Source: an optimization exercise on an open RTL-to-GDS flow (aim: small area, a short achievable clock period and few clock cycles). Production flows keep margins and buffers that such runs may drop. Function not checked in this run: the RTL went through the layout flow alone. Power is estimated from default activity; no workload was simulated.

[flow/run.sh]
#!/bin/bash
# synth_recipe.tcl (not shown) runs the flow's synth.tcl, then flattens the netlist and writes it again
# the make line also repeats each setting of config.mk as NAME=value (left out here)
make -C /OpenROAD-flow-scripts/flow DESIGN_CONFIG=/design/flow/config.mk WORK_HOME=/design/flow/orfs CLKGATE_MAP_FILE= SYNTH_SCRIPT=/design/flow/synth_recipe.tcl finish
[flow/config.mk]
export PLATFORM = sky130hd
export DESIGN_NAME = seq_mult
export DESIGN_NICKNAME = seq_mult
export VERILOG_FILES = /design/flow/design.v
export SDC_FILE = /design/flow/constraint.sdc
export NUM_CORES = 4
export LEC_CHECK = 0
export CAP_MARGIN = 20
export CORE_MARGIN = 2
export CORE_UTILIZATION = 40
export SLEW_MARGIN = 20
[flow/constraint.sdc]
create_clock -name core_clock -period 5.0 [get_ports {clk}]
set_input_delay 1.0000 -clock core_clock [delete_from_list [all_inputs] [get_ports {clk}]]
set_output_delay 1.0000 -clock core_clock [all_outputs]
set_load 0.01 [all_outputs]
[flow/design.v]
`timescale 1ns/1ns
module full_adder #(parameter n = 8)
					(input [n-1:0] a, b,
					input c,
					output reg carry,
					output reg [n-1:0] sum);
  always@(*)
	{carry, sum} = a+b+c;
endmodule
`timescale 1ns/1ns
module register #(parameter n = 8)
						(input clk, rst, enable,
						input [n-1:0] reg_in,
						output reg [n-1:0] reg_out);
	always @(posedge clk) begin
		if (rst)
			reg_out <= 0;
		else if (enable)
			reg_out <= reg_in;	
	end
endmodule
`timescale 1ns/1ns
module shift_register #(parameter n = 8)
						(input clk, rst, enable, load,
						input  ser_in,
						input [n-1:0] par_in,
						output reg [n-1:0] par_out);
	always @(posedge clk) begin
		if (rst)
			par_out <= 0;
		else if (load)
			par_out <= par_in;	
		else if (enable) begin
			par_out <= {ser_in, par_out[n-1:1]};
		end	
	end
endmodule
`timescale 1ns/1ns
module mux2to1 #(parameter width = 8) 
				(input [width-1:0] a,b,
				 input sel,
				 output reg [width-1:0] out);
	always @(*) begin
		case (sel)
			0: out = a;
			1: out = b;
			default: out = {width{1'b0}};
		endcase	
	end
endmodule
`timescale 1ns/1ns
module datapath #(parameter n = 8)
				(input rst, clk,
				input reg_b_enable, reg_a_enable, reg_p_enable, reg_a_load, sel_mux_reg_b_zero,
				input sel_p_reg,
				input [n-1:0] a, b,
				output a_lsb,
				output [2*n-1:0] mul_out);
	wire [n-1:0] b_to_mux, mux_to_adder, adder_sum, mux_to_p_out, reg_p_out;
	wire adder_cout;
	register #(n) reg_partial_out (.clk(clk), .enable(reg_p_enable), .rst (rst), .reg_in(mux_to_p_out), .reg_out(reg_p_out));
	shift_register #(n) reg_a (.clk(clk), .rst (rst), .enable(reg_a_enable), .load (reg_a_load), .ser_in (adder_sum[0]), .par_in (a), .par_out(mul_out[n-1:0]));
	register #(n) reg_b (.clk(clk), .rst (rst), .enable(reg_b_enable), .reg_in(b), .reg_out(b_to_mux));			
	full_adder #(n) fa (.a(reg_p_out), .b(mux_to_adder), .c(1'b0), .carry(adder_cout), .sum(adder_sum));
	mux2to1 #(n) mux_to_reg_p (.a({n{1'b0}}), .b({adder_cout,adder_sum[n-1:1]}), .sel(sel_p_reg), .out(mux_to_p_out));  
	mux2to1 #(n) mux_reg_b_zero (.a({n{1'b0}}), .b(b_to_mux), .sel(sel_mux_reg_b_zero), .out(mux_to_adder));  
	assign a_lsb = (mul_out[0] == 1);  
	assign mul_out[2*n-1:n] = reg_p_out;
endmodule				
`timescale 1ns/1ns
module controller #(parameter m = 3)  
					(input start, clk, rst, a_lsb,
					output reg reg_b_enable, reg_a_enable, reg_p_enable, sel_p_reg, reg_a_load, sel_mux_reg_b_zero,
					output reg valid);
	parameter [1:0] reset = 0, load = 1, addshift = 2, done = 3;
	reg [1:0] current_state, next_state;
	reg count_en;
	reg [m-1:0] count;
	always @(current_state, start, count) begin :combinational
		case (current_state) 
			reset: begin
				if (start == 1) next_state = load;
				else next_state = reset;
			end	
			load: begin
				if (start == 0) next_state = addshift;
				else next_state = load;
			end				
			addshift: begin
				if ( count == {m{1'b1}}) next_state = done;
				else next_state = addshift;
			end	
			done: begin
				next_state = reset;
			end	
			default: next_state = reset;
		endcase
	end
	always @(current_state, a_lsb) begin :combinational_controlling_signals
		count_en = 0;
		reg_b_enable = 0;
		reg_a_enable = 0;
		reg_p_enable = 0;
		sel_p_reg = 0;
		reg_a_load = 0;
		sel_mux_reg_b_zero = 0;
		valid = 0;
		case (current_state) 
			reset: begin
				count_en = 0;
				reg_b_enable = 0;
				reg_a_enable = 0;
				reg_p_enable = 1;
				sel_p_reg = 0;
				reg_a_load = 0;
				sel_mux_reg_b_zero = 0;
				valid = 0;
			end	
			load: begin
				reg_a_load = 1;
				reg_b_enable =1;
			end				
			addshift: begin
				if (a_lsb == 0) begin
					reg_a_enable = 1;
					sel_mux_reg_b_zero = 0;  
					reg_p_enable = 1;
				end	
				else begin
					reg_a_enable = 1;
					sel_mux_reg_b_zero = 1;  
					reg_p_enable = 1;
				end	
				count_en = 1;
				sel_p_reg = 1;
			end	
			done: begin
				valid = 1;
			end	
			default: begin
				count_en = 0;
				reg_b_enable = 0;
				reg_a_enable = 0;
				reg_p_enable = 0;
				sel_p_reg = 0;
				reg_a_load = 0;
				sel_mux_reg_b_zero = 0;
				valid = 0;
			end
		endcase
	end
	always @(posedge clk) begin :sequential
		if (rst)
			current_state <= reset;
		else
			current_state <= next_state;
	end	
	always @(posedge clk) begin :counter_seq
		if (rst) begin
			count <= 0;
		end	
		else if (count_en == 1)
			count <= count + 1;
	end
endmodule
`timescale 1ns/1ns
module seq_mult #(parameter n = 32)
				(input start, rst, clk,
				input [n-1:0] a, b,
				output valid,
				output [2*n-1:0] result);
	reg [31:0] breg;
	reg [34:0] hs, hc;
	reg [7:0] sl, cl;
	reg [23:0] l;
	reg        cy, lb;
	reg [3:0] p1, p2, n1, n2;    
	reg [1:0]  cnt;
	reg        run, vld;
	wire [3:0] ng = n1 | n2;
	wire [33:0] pp0 = {~ng[0], ({33{p1[0]}} & {1'b0, breg}) | ({33{p2[0]}} & {breg, 1'b0}) | ({33{n1[0]}} & ~{1'b0, breg}) | ({33{n2[0]}} & ~{breg, 1'b0})};
	wire [33:0] pp1 = {~ng[1], ({33{p1[1]}} & {1'b0, breg}) | ({33{p2[1]}} & {breg, 1'b0}) | ({33{n1[1]}} & ~{1'b0, breg}) | ({33{n2[1]}} & ~{breg, 1'b0})};
	wire [33:0] pp2 = {~ng[2], ({33{p1[2]}} & {1'b0, breg}) | ({33{p2[2]}} & {breg, 1'b0}) | ({33{n1[2]}} & ~{1'b0, breg}) | ({33{n2[2]}} & ~{breg, 1'b0})};
	wire [33:0] pp3 = {~ng[3], ({33{p1[3]}} & {1'b0, breg}) | ({33{p2[3]}} & {breg, 1'b0}) | ({33{n1[3]}} & ~{1'b0, breg}) | ({33{n2[3]}} & ~{breg, 1'b0})};
	wire s1, c2;
	wire s3, c4;
	wire s5, c6;
	wire s7, c8;
	wire s9, c10;
	wire s11, c12;
	wire s13, c14;
	wire s15, c16;
	wire s17, c18;
	wire s19, c20;
	wire s21, c22;
	wire s23, c24;
	wire s25, c26;
	wire s27, c28;
	wire s29, c30;
	wire s31, c32;
	wire s33, c34;
	wire s35, c36;
	wire s37, c38;
	wire s39, c40;
	wire s41, c42;
	wire s43, c44;
	wire s45, c46;
	wire s47, c48;
	wire s49, c50;
	wire s51, c52;
	wire s53, c54;
	wire s55, c56;
	wire s57, c58;
	wire s59, c60;
	wire s61, c62;
	wire s63, c64;
	wire s65, c66;
	wire s67, c68;
	wire s69, c70;
	wire s71, c72;
	wire s73, c74;
	wire s75, c76;
	wire s77, c78;
	wire s79, c80;
	wire s81, c82;
	wire s83, c84;
	wire s85, c86;
	wire s87, c88;
	wire s89, c90;
	wire s91, c92;
	wire s93, c94;
	wire s95, c96;
	wire s97, c98;
	wire s99, c100;
	wire s101, c102;
	wire s103, c104;
	wire s105, c106;
	wire s107, c108;
	wire s109, c110;
	wire s111, c112;
	wire s113, c114;
	wire s115, c116;
	wire s117, c118;
	wire s119, c120;
	wire s121, c122;
	wire s123, c124;
	wire s125, c126;
	wire s127, c128;
	wire s129, c130;
	wire s131, c132;
	wire s133, c134;
	wire s135, c136;
	wire s137, c138;
	wire s139, c140;
	wire s141, c142;
	wire s143, c144;
	wire s145, c146;
	wire s147, c148;
	wire s149, c150;
	wire s151, c152;
	wire s153, c154;
	wire s155, c156;
	wire s157, c158;
	wire s159, c160;
	wire s161, c162;
	wire s163, c164;
	wire s165, c166;
	wire s167, c168;
	wire s169, c170;
	wire s171, c172;
	wire s173, c174;
	wire s175, c176;
	wire s177, c178;
	wire s179, c180;
	wire s181, c182;
	wire s183, c184;
	wire s185, c186;
	wire s187, c188;
	wire s189, c190;
	wire s191, c192;
	wire s193, c194;
	wire s195, c196;
	wire s197, c198;
	wire s199, c200;
	wire s201, c202;
	wire s203, c204;
	wire s205, c206;
	wire s207, c208;
	wire s209, c210;
	wire s211, c212;
	wire s213, c214;
	wire s215, c216;
	wire s217, c218;
	wire s219, c220;
	wire s221, c222;
	wire s223, c224;
	wire s225, c226;
	wire s227, c228;
	wire s229, c230;
	wire s231, c232;
	wire s233, c234;
	wire s235, c236;
	wire s237, c238;
	wire s239, c240;
	wire s241, c242;
	wire s243, c244;
	wire s245, c246;
	wire s247, c248;
	wire s249, c250;
	wire s251, c252;
	wire s253, c254;
	wire s255, c256;
	wire s257, c258;
	wire s259, c260;
	wire s261, c262;
	wire s263, c264;
	wire s265, c266;
	wire s267, c268;
	wire s269, c270;
	wire s271, c272;
	wire s273, c274;
	wire s275, c276;
	wire s277, c278;
	wire s279, c280;
	wire s281, c282;
	wire s283, c284;
	wire s285, c286;
	wire s287, c288;
	wire s289, c290;
	wire s291, c292;
	wire s293, c294;
	wire s295, c296;
	wire s297, c298;
	wire s299, c300;
	wire s301, c302;
	wire s303, c304;
	wire s305, c306;
	wire s307, c308;
	wire s309, c310;
	wire s311, c312;
	wire s313, c314;
	wire s315, c316;
	wire s317, c318;
	wire s319, c320;
	wire s321, c322;
	wire s323, c324;
	wire s325, c326;
	wire s327, c328;
	wire s329, c330;
	wire s331, c332;
	assign s1 = hs[8] ^ hc[8];
	assign c2 = hs[8] & hc[8];
	assign s3 = hs[9] ^ hc[9];
	assign c4 = hs[9] & hc[9];
	assign s5 = hs[10] ^ hc[10];
	assign c6 = hs[10] & hc[10];
	assign s7 = hs[11] ^ hc[11];
	assign c8 = hs[11] & hc[11];
	assign s9 = hs[12] ^ hc[12];
	assign c10 = hs[12] & hc[12];
	assign s11 = hs[13] ^ hc[13];
	assign c12 = hs[13] & hc[13];
	assign s13 = hs[14] ^ hc[14];
	assign c14 = hs[14] & hc[14];
	assign s15 = hs[15] ^ hc[15];
	assign c16 = hs[15] & hc[15];
	assign s17 = hs[16] ^ hc[16];
	assign c18 = hs[16] & hc[16];
	assign s19 = hs[17] ^ hc[17];
	assign c20 = hs[17] & hc[17];
	assign s21 = hs[18] ^ hc[18];
	assign c22 = hs[18] & hc[18];
	assign s23 = hs[19] ^ hc[19];
	assign c24 = hs[19] & hc[19];
	assign s25 = hs[20] ^ hc[20];
	assign c26 = hs[20] & hc[20];
	assign s27 = hs[21] ^ hc[21];
	assign c28 = hs[21] & hc[21];
	assign s29 = hs[22] ^ hc[22];
	assign c30 = hs[22] & hc[22];
	assign s31 = hs[23] ^ hc[23];
	assign c32 = hs[23] & hc[23];
	assign s33 = hs[24] ^ hc[24];
	assign c34 = hs[24] & hc[24];
	assign s35 = hs[25] ^ hc[25];
	assign c36 = hs[25] & hc[25];
	assign s37 = hs[26] ^ hc[26];
	assign c38 = hs[26] & hc[26];
	assign s39 = hs[27] ^ hc[27];
	assign c40 = hs[27] & hc[27];
	assign s41 = hs[28] ^ hc[28];
	assign c42 = hs[28] & hc[28];
	assign s43 = hs[29] ^ hc[29];
	assign c44 = hs[29] & hc[29];
	assign s45 = hs[30] ^ hc[30];
	assign c46 = hs[30] & hc[30];
	assign s47 = hs[31] ^ hc[31];
	assign c48 = hs[31] & hc[31];
	assign s49 = hs[32] ^ hc[32];
	assign c50 = hs[32] & hc[32];
	assign s51 = hs[33] ^ hc[33];
	assign c52 = hs[33] & hc[33];
	assign s53 = hs[34] ^ hc[34] ^ pp0[32];
	assign c54 = (hs[34] & hc[34]) | (hs[34] & pp0[32]) | (hc[34] & pp0[32]);
	assign s55 = hs[4] ^ hc[4];
	assign c56 = hs[4] & hc[4];
	assign s57 = hs[5] ^ hc[5];
	assign c58 = hs[5] & hc[5];
	assign s59 = hs[6] ^ hc[6] ^ pp0[4];
	assign c60 = (hs[6] & hc[6]) | (hs[6] & pp0[4]) | (hc[6] & pp0[4]);
	assign s61 = pp1[2] ^ pp2[0];
	assign c62 = pp1[2] & pp2[0];
	assign s63 = hs[7] ^ hc[7] ^ pp0[5];
	assign c64 = (hs[7] & hc[7]) | (hs[7] & pp0[5]) | (hc[7] & pp0[5]);
	assign s65 = pp1[3] ^ pp2[1];
	assign c66 = pp1[3] & pp2[1];
	assign s67 = pp0[6] ^ pp1[4] ^ pp2[2];
	assign c68 = (pp0[6] & pp1[4]) | (pp0[6] & pp2[2]) | (pp1[4] & pp2[2]);
	assign s69 = pp3[0] ^ ng[3] ^ s1;
	assign c70 = (pp3[0] & ng[3]) | (pp3[0] & s1) | (ng[3] & s1);
	assign s71 = c2 ^ pp0[7] ^ pp1[5];
	assign c72 = (c2 & pp0[7]) | (c2 & pp1[5]) | (pp0[7] & pp1[5]);
	assign s73 = pp2[3] ^ pp3[1] ^ s3;
	assign c74 = (pp2[3] & pp3[1]) | (pp2[3] & s3) | (pp3[1] & s3);
	assign s75 = c4 ^ pp0[8] ^ pp1[6];
	assign c76 = (c4 & pp0[8]) | (c4 & pp1[6]) | (pp0[8] & pp1[6]);
	assign s77 = pp2[4] ^ pp3[2] ^ s5;
	assign c78 = (pp2[4] & pp3[2]) | (pp2[4] & s5) | (pp3[2] & s5);
	assign s79 = c6 ^ pp0[9] ^ pp1[7];
	assign c80 = (c6 & pp0[9]) | (c6 & pp1[7]) | (pp0[9] & pp1[7]);
	assign s81 = pp2[5] ^ pp3[3] ^ s7;
	assign c82 = (pp2[5] & pp3[3]) | (pp2[5] & s7) | (pp3[3] & s7);
	assign s83 = c8 ^ pp0[10] ^ pp1[8];
	assign c84 = (c8 & pp0[10]) | (c8 & pp1[8]) | (pp0[10] & pp1[8]);
	assign s85 = pp2[6] ^ pp3[4] ^ s9;
	assign c86 = (pp2[6] & pp3[4]) | (pp2[6] & s9) | (pp3[4] & s9);
	assign s87 = c10 ^ pp0[11] ^ pp1[9];
	assign c88 = (c10 & pp0[11]) | (c10 & pp1[9]) | (pp0[11] & pp1[9]);
	assign s89 = pp2[7] ^ pp3[5] ^ s11;
	assign c90 = (pp2[7] & pp3[5]) | (pp2[7] & s11) | (pp3[5] & s11);
	assign s91 = c12 ^ pp0[12] ^ pp1[10];
	assign c92 = (c12 & pp0[12]) | (c12 & pp1[10]) | (pp0[12] & pp1[10]);
	assign s93 = pp2[8] ^ pp3[6] ^ s13;
	assign c94 = (pp2[8] & pp3[6]) | (pp2[8] & s13) | (pp3[6] & s13);
	assign s95 = c14 ^ pp0[13] ^ pp1[11];
	assign c96 = (c14 & pp0[13]) | (c14 & pp1[11]) | (pp0[13] & pp1[11]);
	assign s97 = pp2[9] ^ pp3[7] ^ s15;
	assign c98 = (pp2[9] & pp3[7]) | (pp2[9] & s15) | (pp3[7] & s15);
	assign s99 = c16 ^ pp0[14] ^ pp1[12];
	assign c100 = (c16 & pp0[14]) | (c16 & pp1[12]) | (pp0[14] & pp1[12]);
	assign s101 = pp2[10] ^ pp3[8] ^ s17;
	assign c102 = (pp2[10] & pp3[8]) | (pp2[10] & s17) | (pp3[8] & s17);
	assign s103 = c18 ^ pp0[15] ^ pp1[13];
	assign c104 = (c18 & pp0[15]) | (c18 & pp1[13]) | (pp0[15] & pp1[13]);
	assign s105 = pp2[11] ^ pp3[9] ^ s19;
	assign c106 = (pp2[11] & pp3[9]) | (pp2[11] & s19) | (pp3[9] & s19);
	assign s107 = c20 ^ pp0[16] ^ pp1[14];
	assign c108 = (c20 & pp0[16]) | (c20 & pp1[14]) | (pp0[16] & pp1[14]);
	assign s109 = pp2[12] ^ pp3[10] ^ s21;
	assign c110 = (pp2[12] & pp3[10]) | (pp2[12] & s21) | (pp3[10] & s21);
	assign s111 = c22 ^ pp0[17] ^ pp1[15];
	assign c112 = (c22 & pp0[17]) | (c22 & pp1[15]) | (pp0[17] & pp1[15]);
	assign s113 = pp2[13] ^ pp3[11] ^ s23;
	assign c114 = (pp2[13] & pp3[11]) | (pp2[13] & s23) | (pp3[11] & s23);
	assign s115 = c24 ^ pp0[18] ^ pp1[16];
	assign c116 = (c24 & pp0[18]) | (c24 & pp1[16]) | (pp0[18] & pp1[16]);
	assign s117 = pp2[14] ^ pp3[12] ^ s25;
	assign c118 = (pp2[14] & pp3[12]) | (pp2[14] & s25) | (pp3[12] & s25);
	assign s119 = c26 ^ pp0[19] ^ pp1[17];
	assign c120 = (c26 & pp0[19]) | (c26 & pp1[17]) | (pp0[19] & pp1[17]);
	assign s121 = pp2[15] ^ pp3[13] ^ s27;
	assign c122 = (pp2[15] & pp3[13]) | (pp2[15] & s27) | (pp3[13] & s27);
	assign s123 = c28 ^ pp0[20] ^ pp1[18];
	assign c124 = (c28 & pp0[20]) | (c28 & pp1[18]) | (pp0[20] & pp1[18]);
	assign s125 = pp2[16] ^ pp3[14] ^ s29;
	assign c126 = (pp2[16] & pp3[14]) | (pp2[16] & s29) | (pp3[14] & s29);
	assign s127 = c30 ^ pp0[21] ^ pp1[19];
	assign c128 = (c30 & pp0[21]) | (c30 & pp1[19]) | (pp0[21] & pp1[19]);
	assign s129 = pp2[17] ^ pp3[15] ^ s31;
	assign c130 = (pp2[17] & pp3[15]) | (pp2[17] & s31) | (pp3[15] & s31);
	assign s131 = c32 ^ pp0[22] ^ pp1[20];
	assign c132 = (c32 & pp0[22]) | (c32 & pp1[20]) | (pp0[22] & pp1[20]);
	assign s133 = pp2[18] ^ pp3[16] ^ s33;
	assign c134 = (pp2[18] & pp3[16]) | (pp2[18] & s33) | (pp3[16] & s33);
	assign s135 = c34 ^ pp0[23] ^ pp1[21];
	assign c136 = (c34 & pp0[23]) | (c34 & pp1[21]) | (pp0[23] & pp1[21]);
	assign s137 = pp2[19] ^ pp3[17] ^ s35;
	assign c138 = (pp2[19] & pp3[17]) | (pp2[19] & s35) | (pp3[17] & s35);
	assign s139 = c36 ^ pp0[24] ^ pp1[22];
	assign c140 = (c36 & pp0[24]) | (c36 & pp1[22]) | (pp0[24] & pp1[22]);
	assign s141 = pp2[20] ^ pp3[18] ^ s37;
	assign c142 = (pp2[20] & pp3[18]) | (pp2[20] & s37) | (pp3[18] & s37);
	assign s143 = c38 ^ pp0[25] ^ pp1[23];
	assign c144 = (c38 & pp0[25]) | (c38 & pp1[23]) | (pp0[25] & pp1[23]);
	assign s145 = pp2[21] ^ pp3[19] ^ s39;
	assign c146 = (pp2[21] & pp3[19]) | (pp2[21] & s39) | (pp3[19] & s39);
	assign s147 = c40 ^ pp0[26] ^ pp1[24];
	assign c148 = (c40 & pp0[26]) | (c40 & pp1[24]) | (pp0[26] & pp1[24]);
	assign s149 = pp2[22] ^ pp3[20] ^ s41;
	assign c150 = (pp2[22] & pp3[20]) | (pp2[22] & s41) | (pp3[20] & s41);
	assign s151 = c42 ^ pp0[27] ^ pp1[25];
	assign c152 = (c42 & pp0[27]) | (c42 & pp1[25]) | (pp0[27] & pp1[25]);
	assign s153 = pp2[23] ^ pp3[21] ^ s43;
	assign c154 = (pp2[23] & pp3[21]) | (pp2[23] & s43) | (pp3[21] & s43);
	assign s155 = c44 ^ pp0[28] ^ pp1[26];
	assign c156 = (c44 & pp0[28]) | (c44 & pp1[26]) | (pp0[28] & pp1[26]);
	assign s157 = pp2[24] ^ pp3[22] ^ s45;
	assign c158 = (pp2[24] & pp3[22]) | (pp2[24] & s45) | (pp3[22] & s45);
	assign s159 = c46 ^ pp0[29] ^ pp1[27];
	assign c160 = (c46 & pp0[29]) | (c46 & pp1[27]) | (pp0[29] & pp1[27]);
	assign s161 = pp2[25] ^ pp3[23] ^ s47;
	assign c162 = (pp2[25] & pp3[23]) | (pp2[25] & s47) | (pp3[23] & s47);
	assign s163 = c48 ^ pp0[30] ^ pp1[28];
	assign c164 = (c48 & pp0[30]) | (c48 & pp1[28]) | (pp0[30] & pp1[28]);
	assign s165 = pp2[26] ^ pp3[24] ^ s49;
	assign c166 = (pp2[26] & pp3[24]) | (pp2[26] & s49) | (pp3[24] & s49);
	assign s167 = c50 ^ pp0[31] ^ pp1[29];
	assign c168 = (c50 & pp0[31]) | (c50 & pp1[29]) | (pp0[31] & pp1[29]);
	assign s169 = pp2[27] ^ pp3[25] ^ s51;
	assign c170 = (pp2[27] & pp3[25]) | (pp2[27] & s51) | (pp3[25] & s51);
	assign s171 = c52 ^ pp1[30] ^ pp2[28];
	assign c172 = (c52 & pp1[30]) | (c52 & pp2[28]) | (pp1[30] & pp2[28]);
	assign s173 = pp3[26] ^ 1'b1 ^ s53;
	assign c174 = (pp3[26] & 1'b1) | (pp3[26] & s53) | (1'b1 & s53);
	assign s175 = c54 ^ pp0[33] ^ pp1[31];
	assign c176 = (c54 & pp0[33]) | (c54 & pp1[31]) | (pp0[33] & pp1[31]);
	assign s177 = pp2[29] ^ pp3[27];
	assign c178 = pp2[29] & pp3[27];
	assign s179 = pp1[32] ^ pp2[30] ^ pp3[28];
	assign c180 = (pp1[32] & pp2[30]) | (pp1[32] & pp3[28]) | (pp2[30] & pp3[28]);
	assign s181 = hs[2] ^ hc[2];
	assign c182 = hs[2] & hc[2];
	assign s183 = hs[3] ^ hc[3];
	assign c184 = hs[3] & hc[3];
	assign s185 = pp0[2] ^ pp1[0] ^ ng[1];
	assign c186 = (pp0[2] & pp1[0]) | (pp0[2] & ng[1]) | (pp1[0] & ng[1]);
	assign s187 = c56 ^ pp0[3] ^ pp1[1];
	assign c188 = (c56 & pp0[3]) | (c56 & pp1[1]) | (pp0[3] & pp1[1]);
	assign s189 = c58 ^ ng[2] ^ s59;
	assign c190 = (c58 & ng[2]) | (c58 & s59) | (ng[2] & s59);
	assign s191 = c60 ^ c62 ^ s63;
	assign c192 = (c60 & c62) | (c60 & s63) | (c62 & s63);
	assign s193 = c64 ^ c66 ^ s67;
	assign c194 = (c64 & c66) | (c64 & s67) | (c66 & s67);
	assign s195 = c68 ^ c70 ^ s71;
	assign c196 = (c68 & c70) | (c68 & s71) | (c70 & s71);
	assign s197 = c72 ^ c74 ^ s75;
	assign c198 = (c72 & c74) | (c72 & s75) | (c74 & s75);
	assign s199 = c76 ^ c78 ^ s79;
	assign c200 = (c76 & c78) | (c76 & s79) | (c78 & s79);
	assign s201 = c80 ^ c82 ^ s83;
	assign c202 = (c80 & c82) | (c80 & s83) | (c82 & s83);
	assign s203 = c84 ^ c86 ^ s87;
	assign c204 = (c84 & c86) | (c84 & s87) | (c86 & s87);
	assign s205 = c88 ^ c90 ^ s91;
	assign c206 = (c88 & c90) | (c88 & s91) | (c90 & s91);
	assign s207 = c92 ^ c94 ^ s95;
	assign c208 = (c92 & c94) | (c92 & s95) | (c94 & s95);
	assign s209 = c96 ^ c98 ^ s99;
	assign c210 = (c96 & c98) | (c96 & s99) | (c98 & s99);
	assign s211 = c100 ^ c102 ^ s103;
	assign c212 = (c100 & c102) | (c100 & s103) | (c102 & s103);
	assign s213 = c104 ^ c106 ^ s107;
	assign c214 = (c104 & c106) | (c104 & s107) | (c106 & s107);
	assign s215 = c108 ^ c110 ^ s111;
	assign c216 = (c108 & c110) | (c108 & s111) | (c110 & s111);
	assign s217 = c112 ^ c114 ^ s115;
	assign c218 = (c112 & c114) | (c112 & s115) | (c114 & s115);
	assign s219 = c116 ^ c118 ^ s119;
	assign c220 = (c116 & c118) | (c116 & s119) | (c118 & s119);
	assign s221 = c120 ^ c122 ^ s123;
	assign c222 = (c120 & c122) | (c120 & s123) | (c122 & s123);
	assign s223 = c124 ^ c126 ^ s127;
	assign c224 = (c124 & c126) | (c124 & s127) | (c126 & s127);
	assign s225 = c128 ^ c130 ^ s131;
	assign c226 = (c128 & c130) | (c128 & s131) | (c130 & s131);
	assign s227 = c132 ^ c134 ^ s135;
	assign c228 = (c132 & c134) | (c132 & s135) | (c134 & s135);
	assign s229 = c136 ^ c138 ^ s139;
	assign c230 = (c136 & c138) | (c136 & s139) | (c138 & s139);
	assign s231 = c140 ^ c142 ^ s143;
	assign c232 = (c140 & c142) | (c140 & s143) | (c142 & s143);
	assign s233 = c144 ^ c146 ^ s147;
	assign c234 = (c144 & c146) | (c144 & s147) | (c146 & s147);
	assign s235 = c148 ^ c150 ^ s151;
	assign c236 = (c148 & c150) | (c148 & s151) | (c150 & s151);
	assign s237 = c152 ^ c154 ^ s155;
	assign c238 = (c152 & c154) | (c152 & s155) | (c154 & s155);
	assign s239 = c156 ^ c158 ^ s159;
	assign c240 = (c156 & c158) | (c156 & s159) | (c158 & s159);
	assign s241 = c160 ^ c162 ^ s163;
	assign c242 = (c160 & c162) | (c160 & s163) | (c162 & s163);
	assign s243 = c164 ^ c166 ^ s167;
	assign c244 = (c164 & c166) | (c164 & s167) | (c166 & s167);
	assign s245 = c168 ^ c170 ^ s171;
	assign c246 = (c168 & c170) | (c168 & s171) | (c170 & s171);
	assign s247 = c172 ^ c174 ^ s175;
	assign c248 = (c172 & c174) | (c172 & s175) | (c174 & s175);
	assign s249 = c176 ^ c178 ^ 1'b1;
	assign c250 = (c176 & c178) | (c176 & 1'b1) | (c178 & 1'b1);
	assign s251 = c180 ^ pp1[33] ^ pp2[31];
	assign c252 = (c180 & pp1[33]) | (c180 & pp2[31]) | (pp1[33] & pp2[31]);
	assign s253 = pp2[32] ^ pp3[30];
	assign c254 = pp2[32] & pp3[30];
	assign s255 = pp0[0] ^ ng[0];
	assign c256 = pp0[0] & ng[0];
	assign s257 = c182 ^ pp0[1] ^ s183;
	assign c258 = (c182 & pp0[1]) | (c182 & s183) | (pp0[1] & s183);
	assign s259 = c184 ^ s55 ^ s185;
	assign c260 = (c184 & s55) | (c184 & s185) | (s55 & s185);
	assign s261 = c186 ^ s57 ^ s187;
	assign c262 = (c186 & s57) | (c186 & s187) | (s57 & s187);
	assign s263 = c188 ^ s61 ^ s189;
	assign c264 = (c188 & s61) | (c188 & s189) | (s61 & s189);
	assign s265 = c190 ^ s65 ^ s191;
	assign c266 = (c190 & s65) | (c190 & s191) | (s65 & s191);
	assign s267 = c192 ^ s69 ^ s193;
	assign c268 = (c192 & s69) | (c192 & s193) | (s69 & s193);
	assign s269 = c194 ^ s73 ^ s195;
	assign c270 = (c194 & s73) | (c194 & s195) | (s73 & s195);
	assign s271 = c196 ^ s77 ^ s197;
	assign c272 = (c196 & s77) | (c196 & s197) | (s77 & s197);
	assign s273 = c198 ^ s81 ^ s199;
	assign c274 = (c198 & s81) | (c198 & s199) | (s81 & s199);
	assign s275 = c200 ^ s85 ^ s201;
	assign c276 = (c200 & s85) | (c200 & s201) | (s85 & s201);
	assign s277 = c202 ^ s89 ^ s203;
	assign c278 = (c202 & s89) | (c202 & s203) | (s89 & s203);
	assign s279 = c204 ^ s93 ^ s205;
	assign c280 = (c204 & s93) | (c204 & s205) | (s93 & s205);
	assign s281 = c206 ^ s97 ^ s207;
	assign c282 = (c206 & s97) | (c206 & s207) | (s97 & s207);
	assign s283 = c208 ^ s101 ^ s209;
	assign c284 = (c208 & s101) | (c208 & s209) | (s101 & s209);
	assign s285 = c210 ^ s105 ^ s211;
	assign c286 = (c210 & s105) | (c210 & s211) | (s105 & s211);
	assign s287 = c212 ^ s109 ^ s213;
	assign c288 = (c212 & s109) | (c212 & s213) | (s109 & s213);
	assign s289 = c214 ^ s113 ^ s215;
	assign c290 = (c214 & s113) | (c214 & s215) | (s113 & s215);
	assign s291 = c216 ^ s117 ^ s217;
	assign c292 = (c216 & s117) | (c216 & s217) | (s117 & s217);
	assign s293 = c218 ^ s121 ^ s219;
	assign c294 = (c218 & s121) | (c218 & s219) | (s121 & s219);
	assign s295 = c220 ^ s125 ^ s221;
	assign c296 = (c220 & s125) | (c220 & s221) | (s125 & s221);
	assign s297 = c222 ^ s129 ^ s223;
	assign c298 = (c222 & s129) | (c222 & s223) | (s129 & s223);
	assign s299 = c224 ^ s133 ^ s225;
	assign c300 = (c224 & s133) | (c224 & s225) | (s133 & s225);
	assign s301 = c226 ^ s137 ^ s227;
	assign c302 = (c226 & s137) | (c226 & s227) | (s137 & s227);
	assign s303 = c228 ^ s141 ^ s229;
	assign c304 = (c228 & s141) | (c228 & s229) | (s141 & s229);
	assign s305 = c230 ^ s145 ^ s231;
	assign c306 = (c230 & s145) | (c230 & s231) | (s145 & s231);
	assign s307 = c232 ^ s149 ^ s233;
	assign c308 = (c232 & s149) | (c232 & s233) | (s149 & s233);
	assign s309 = c234 ^ s153 ^ s235;
	assign c310 = (c234 & s153) | (c234 & s235) | (s153 & s235);
	assign s311 = c236 ^ s157 ^ s237;
	assign c312 = (c236 & s157) | (c236 & s237) | (s157 & s237);
	assign s313 = c238 ^ s161 ^ s239;
	assign c314 = (c238 & s161) | (c238 & s239) | (s161 & s239);
	assign s315 = c240 ^ s165 ^ s241;
	assign c316 = (c240 & s165) | (c240 & s241) | (s165 & s241);
	assign s317 = c242 ^ s169 ^ s243;
	assign c318 = (c242 & s169) | (c242 & s243) | (s169 & s243);
	assign s319 = c244 ^ s173 ^ s245;
	assign c320 = (c244 & s173) | (c244 & s245) | (s173 & s245);
	assign s321 = c246 ^ s177 ^ s247;
	assign c322 = (c246 & s177) | (c246 & s247) | (s177 & s247);
	assign s323 = c248 ^ s179 ^ s249;
	assign c324 = (c248 & s179) | (c248 & s249) | (s179 & s249);
	assign s325 = c250 ^ pp3[29] ^ s251;
	assign c326 = (c250 & pp3[29]) | (c250 & s251) | (pp3[29] & s251);
	assign s327 = c252 ^ 1'b1 ^ s253;
	assign c328 = (c252 & 1'b1) | (c252 & s253) | (1'b1 & s253);
	assign s329 = c254 ^ pp2[33] ^ pp3[31];
	assign c330 = (c254 & pp2[33]) | (c254 & pp3[31]) | (pp2[33] & pp3[31]);
	assign s331 = pp3[32] ^ 1'b1;
	assign c332 = pp3[32] & 1'b1;
	wire [42:0] sv = {1'b0, c332, c330, c328, c326, c324, c322, c320, c318, c316, c314, c312, c310, c308, c306, c304, c302, c300, c298, c296, c294, c292, c290, c288, c286, c284, c282, c280, c278, c276, c274, c272, c270, c268, c266, c264, c262, c260, c258, c256, s181, hs[1], hs[0]};
	wire [42:0] cv = {1'b0, pp3[33], s331, s329, s327, s325, s323, s321, s319, s317, s315, s313, s311, s309, s307, s305, s303, s301, s299, s297, s295, s293, s291, s289, s287, s285, s283, s281, s279, s277, s275, s273, s271, s269, s267, s265, s263, s261, s259, s257, s255, hc[1], hc[0]};
	wire [8:0] low = sl + cl + cy;
	function [15:0] sel;
		input [7:0] x;
		input y;
		integer k;
		reg [8:0] xy;
		reg x1, x0, p;
		begin
			xy = {x, y};
			for (k = 0; k < 4; k = k + 1) begin
				x1 = xy[2*k+2];
				x0 = xy[2*k+1];
				p  = xy[2*k];
				sel[k]       = ~x1 & (x0 ^ p);
				sel[4+k]   = ~x1 & x0 & p;
				sel[8+k] = x1 & (x0 ^ p);
				sel[12+k] = x1 & ~x0 & ~p;
			end
		end
	endfunction
	always @(posedge clk) begin
		if (start) begin
			breg <= b;
			hs   <= {1'b1, 2'b00, b & {32{a[0]}}};
			hc   <= {2'b00, b & {32{a[1]}}, 1'b0};
			sl   <= 8'd0;
			cl   <= 8'd0;
			cy   <= 1'b0;
			{n2, n1, p2, p1} <= sel(a[9:2], 1'b0);
			lb   <= a[9];
			l    <= {10'd0, a[31:10]};
		end else begin
			hs   <= sv[42:8];
			hc   <= cv[42:8];
			sl   <= sv[7:0];
			cl   <= cv[7:0];
			cy   <= low[8];
			{n2, n1, p2, p1} <= sel(l[7:0], lb);
			lb   <= l[7];
			l    <= {low[7:0], l[23:8]};
		end
	end
	always @(posedge clk) begin
		if (rst) begin
			run <= 1'b0;
			vld <= 1'b0;
		end else begin
			vld <= 1'b0;
			if (start) begin
				run <= 1'b1;
				cnt <= 2'd0;
			end else if (run) begin
				cnt <= cnt + 1'b1;
				if (cnt == 2'd3) begin
					run <= 1'b0;
					vld <= 1'b1;
				end
			end
		end
	end
	wire [39:0] hsum = {hs[31:0], sl} + {hc[31:0], cl} + cy;
	assign valid  = vld;
	assign result = {hsum, l};
endmodule
==> load_flow_metrics.sql <==
INSERT INTO impl_metrics (metric_group, metric, value, unit) VALUES
('die', 'die_area', '36800', 'um^2'),
('hold_path', 'min-delay-path-class', 'reg -> reg', ''),
('power', 'cellLeakagePower', '6.99', 'nW'),
('layout', 'utilization', '47.3', '%'),
('logic_synthesis', 'synth.lib_cells_used.distinct', '57', ''),
('routing', 'dr_total_vias', '11200', ''),
('critical_path', 'timing.critical_path.fanout_max', '3', ''),
('timing', 'maxClockFrequency', '0.208', 'GHz'),
('clock_tree', 'clk_pin_slew', '0.08', 'ns'),
('logic_synthesis', 'synthesis.area', '14100', 'um^2'),
('flow_run', 'drv.max_cap_violation_count', '0', ''),
('logic_synthesis', 'flops_latches_synth', '163', ''),
('status', 'status', 'no timing/DRC/antenna violations', ''),
('clock_tree', 'clkLatencyLatePin', '0.46', 'ns'),
('clock_tree', 'clock_tree.buffer_depth', '2', ''),
('routing', 'drt-total-wl', '41200', 'um'),
('routing', 'routedWlPerCell', '19.9', 'um'),
('timing', 'grt_setup_unrepaired', 'false', ''),
('place', 'dp_hpwl', '30600', 'um'),
('logic_synthesis', 'synth.net_count', '1793', ''),
('timing', 'report.final.slew_viol_count', '0', ''),
('logic_synthesis', 'number_of_enable_type_register_cells_in_the_synthesized_netlist', '34', ''),
('clock_tree', 'tritoncts_buffers', '17', ''),
('logic_synthesis', 'synthArstFlopShare', '0', '%'),
('routing', 'drt_pre_antenna_iters', '6', ''),
('logic_synthesis', 'ys_dominant_reg_cell', 'sky130_fd_sc_hd__dfxtp_1', ''),
('timing', 'post-route-period-util', '96.1', '%'),
('logic_synthesis', 'syn-instance-count', '1546', ''),
('clock_tree', 'tritoncts', 'built', ''),
('die', 'fp.coreArea', '34600', 'um^2'),
('layout', 'layout-drive-gt1-share', '11.7', '%'),
('routing', 'drt_iter0_drc', '826', ''),
('critical_path', 'worstPathArrival', '3.81', 'ns'),
('die', 'floorplan.initialDensity', '40.8', '%'),
('routing', 'post_drt_via_cell_ratio', '5.41', ''),
('clock_tree', 'ctsHoldBuffers', '0', ''),
('critical_path', 'timing.setup.critical_path_class', 'reg -> out', ''),
('timing', 'final.setup_skew', '0.0205', 'ns'),
('power', 'power.density', '693', 'nW/um^2'),
('logic_synthesis', 'synth_sequential_area_ratio', '25.5', '%'),
('critical_path', 'timing.critical_path.from_type', 'flop', ''),
('timing', 'setup_ws', '0.195', 'ns'),
('logic_synthesis', 'ys_warn_count', '1', ''),
('global_route', 'grt_antenna_before_repair', '0', ''),
('die', 'ioPinCount', '132', ''),
('die', 'placementRows', '68', ''),
('timing', 'endpoints_failing_hold', '0', ''),
('global_route', 'vias_in_the_first_global_route', '11100', ''),
('clock_tree', 'clock_sinks', '163', ''),
('global_route', 'global_route_overflow', '0', ''),
('layout', 'design.final.nets', '1847', ''),
('timing', 'finalSetupTns', '0', 'ns'),
('layout', 'syn2layout_area_growth', '15.9', '%'),
('critical_path', 'source_of_the_critical_timing_path', 'sl[0]', ''),
('layout', 'antenna_cells', '0', ''),
('layout', 'final.fill_count', '3303', ''),
('routing', 'detail-route-antenna-nets', '0', ''),
('timing', 'tightestPinTransition', '1.14', 'ns'),
('hold_path', 'hold_start', 'l[12]', ''),
('place', 'portBuffers', '131', ''),
('routing', 'drcViolationCount', '0', ''),
('layout', 'layout.cells.most_common', 'sky130_fd_sc_hd__inv_1', ''),
('global_route', 'grt_use_total', '23.2', '%'),
('global_route', 'global_route_wire_length_before_repair', '64700', 'um'),
('global_route', 'grt_max_degree', '125', ''),
('layout', 'layout_common_cells', 'sky130_fd_sc_hd__inv_1, sky130_fd_sc_hd__fa_1, sky130_fd_sc_hd__clkdlybuf4s50_1', ''),
('die', 'die_y', '192', 'um'),
('critical_path', 'worst_setup_path_end_kind', 'output port', ''),
('clock_tree', 'clock-root-buffer', 'sky130_fd_sc_hd__clkbuf_16', ''),
('critical_path', 'r2r_start', 'p2[1]', ''),
('timing', 'timing.max_slew.rel_slack', '24.1', '%'),
('place', 'detailedPlace.worstSlack', '0.365', 'ns'),
('clock_tree', 'cts_h_tree_depth', '4', ''),
('place', 'placed_area', '15700', 'um^2'),
('place', 'gp_congestion', '0.960', ''),
('timing', 'setup-violations-final', '0', ''),
('layout', 'final_design_area_no_fill', '16400', 'um^2'),
('timing', 'finalWorstPathRequiredPeriod', '4.81', 'ns'),
('logic_synthesis', 'syn_avg_cell_area', '9.13', 'um^2'),
('power', 'vdd_drop_max', '0.573', 'mV'),
('die', 'die_width', '192', 'um'),
('critical_path', 'critPathRequiredTime', '4.00', 'ns');
## through the flow
step,hold WS (ns),power [W],cells
5_1_grt,0.514,0.0125,2068
3_5_place_dp,0.471,0.00996,2033
6_report,0.493,0.0113,2068
3_3_place_gp,0.475,0.00993,2033
4_1_cts,0.491,0.0114,2066
2_1_floorplan,0.442,0.00694,1546
## where the power goes
group          switching [W]  total (W)  internal, W
Combinational        0.00444    0.00789      0.00345
Sequential          0.000333    0.00210      0.00177
Clock               0.000671    0.00135     0.000678
Total                0.00545     0.0113      0.00589
## registers in the layout, indices dropped and copies added, names as in the netlist, 8 cells and up
signal and cells:
breg 32, cl 8, hc 34, hs 35, l 24, sl 8
## area by class of cell
cell class | count | area, um^2 | share of cell area (%)
well taps | 455 | 569 | 3.48
multi-input cells | 1043 | 9240 | 56.5
repair buffers | 156 | 1520 | 9.27
flip-flops and latches | 163 | 3610 | 22.0
clock inverters | 15 | 185 | 1.13
clock buffers | 17 | 425 | 2.60
inverters | 219 | 822 | 5.02
## layer usage
layer  vias up  GRT usage, %  share of wire (%)
met1      5485          32.6                 46
met3        54          5.08                6.8
met4         2          5.98                1.6
li1       5262             -                  -
met2       395          36.0                 46
met5         -          1.24               0.14
## final timing paths
check | cells past startpoint | slack, ns | endpoint
max | 12 | 0.19 | result[60]
min | 1 | 0.49 | l[4]
max reg2reg | 8 | 1.49 | hc[4]
min reg2reg | 1 | 0.49 | l[4]
## worst max-delay path: stages (launching register included)
cell	delay, ns
sky130_fd_sc_hd__dfxtp_1	0.32
sky130_fd_sc_hd__fa_1	0.45
sky130_fd_sc_hd__fa_1	0.44
sky130_fd_sc_hd__a21oi_2	0.17
sky130_fd_sc_hd__o21ai_1	0.11
sky130_fd_sc_hd__a221oi_2	0.33
sky130_fd_sc_hd__o311ai_1	0.16
sky130_fd_sc_hd__a21boi_2	0.16
sky130_fd_sc_hd__buf_4	0.15
sky130_fd_sc_hd__o21ai_4	0.12
sky130_fd_sc_hd__a41oi_2	0.25
sky130_fd_sc_hd__xnor2_1	0.14
sky130_fd_sc_hd__clkdlybuf4s50_1	0.55
## cells by family (layout without fill, tap and decap cells)
kind of cell    Yosys count  in the layout  share of synthesized area, %
buf+inv                 340            407                          9.25
fa+ha+maj               180            180                          22.8
xor+xnor                 44             44                          2.73
compound gates          304            304                          13.9
flops                   163            163                          25.5
mux                     181            181                          13.8
simple gates            334            334                          12.0
## Yosys cell counts, types with 7 or more instances
cell type	instances	area share [%]
sky130_fd_sc_hd__inv_1	219	5.8
sky130_fd_sc_hd__dfxtp_1	129	18
sky130_fd_sc_hd__fa_1	129	18
sky130_fd_sc_hd__nor2b_1	115	5.1
sky130_fd_sc_hd__mux2_2	114	9.1
sky130_fd_sc_hd__nand2_1	104	2.8
sky130_fd_sc_hd__clkbuf_1	100	2.7
sky130_fd_sc_hd__a211oi_1	96	5.1
sky130_fd_sc_hd__o21ai_0	93	3.3
sky130_fd_sc_hd__mux2i_1	67	4.7
sky130_fd_sc_hd__ha_1	51	4.5
sky130_fd_sc_hd__a21oi_1	46	1.6
sky130_fd_sc_hd__nand3_1	41	1.5
sky130_fd_sc_hd__xnor2_1	37	2.3
sky130_fd_sc_hd__nor2_1	35	0.93
sky130_fd_sc_hd__edfxtp_1	34	7.2
sky130_fd_sc_hd__buf_1	13	0.35
sky130_fd_sc_hd__nor3_1	11	0.39
sky130_fd_sc_hd__a21o_1	8	0.43
sky130_fd_sc_hd__a31oi_1	8	0.35
sky130_fd_sc_hd__buf_4	8	0.43
sky130_fd_sc_hd__nand4_1	8	0.35
sky130_fd_sc_hd__xor2_1	7	0.43
## repair_timing
item / 4_1_cts / 5_1_grt
pin swaps: 2 / 2
setup buffers: 1 / 2
endpoints found under the setup margin: 2 / 7
hold endpoints to repair: 0 / 0
resized for setup: 2 / 6

==> port drivers added, routing unchanged <==
In the flow no input, the clock included, has a driving cell. The finished layout below was timed again as built, in two steps. Step 1: set_driving_cell puts a clkbuf_16 on clk and a buf_2 on each other input, an assumption about the parent block. Step 2 moves the port delays by t, midway between the first and last clock arrival at a register: inputs arrive t later, outputs are due t later. That takes back most of the time a late clock gives input paths. Slacks: ideal ports / drivers / drivers and shift; pairs: ideal ports / drivers.
shift t [ns]: 0.502
setup WS [ns]: 0.195 / 0.143 / 0.644
hold WS [ns]: 0.493 / 0.493 / 0.493
clock arrival spread, ns: 0.020 / 0.021
worst register clock-pin slew, ns: 0.08 / 0.08
After both steps setup and hold are still met in this run. The setup slack of this run moves by -0.052 ns with the drivers and by +0.449 ns with both steps.
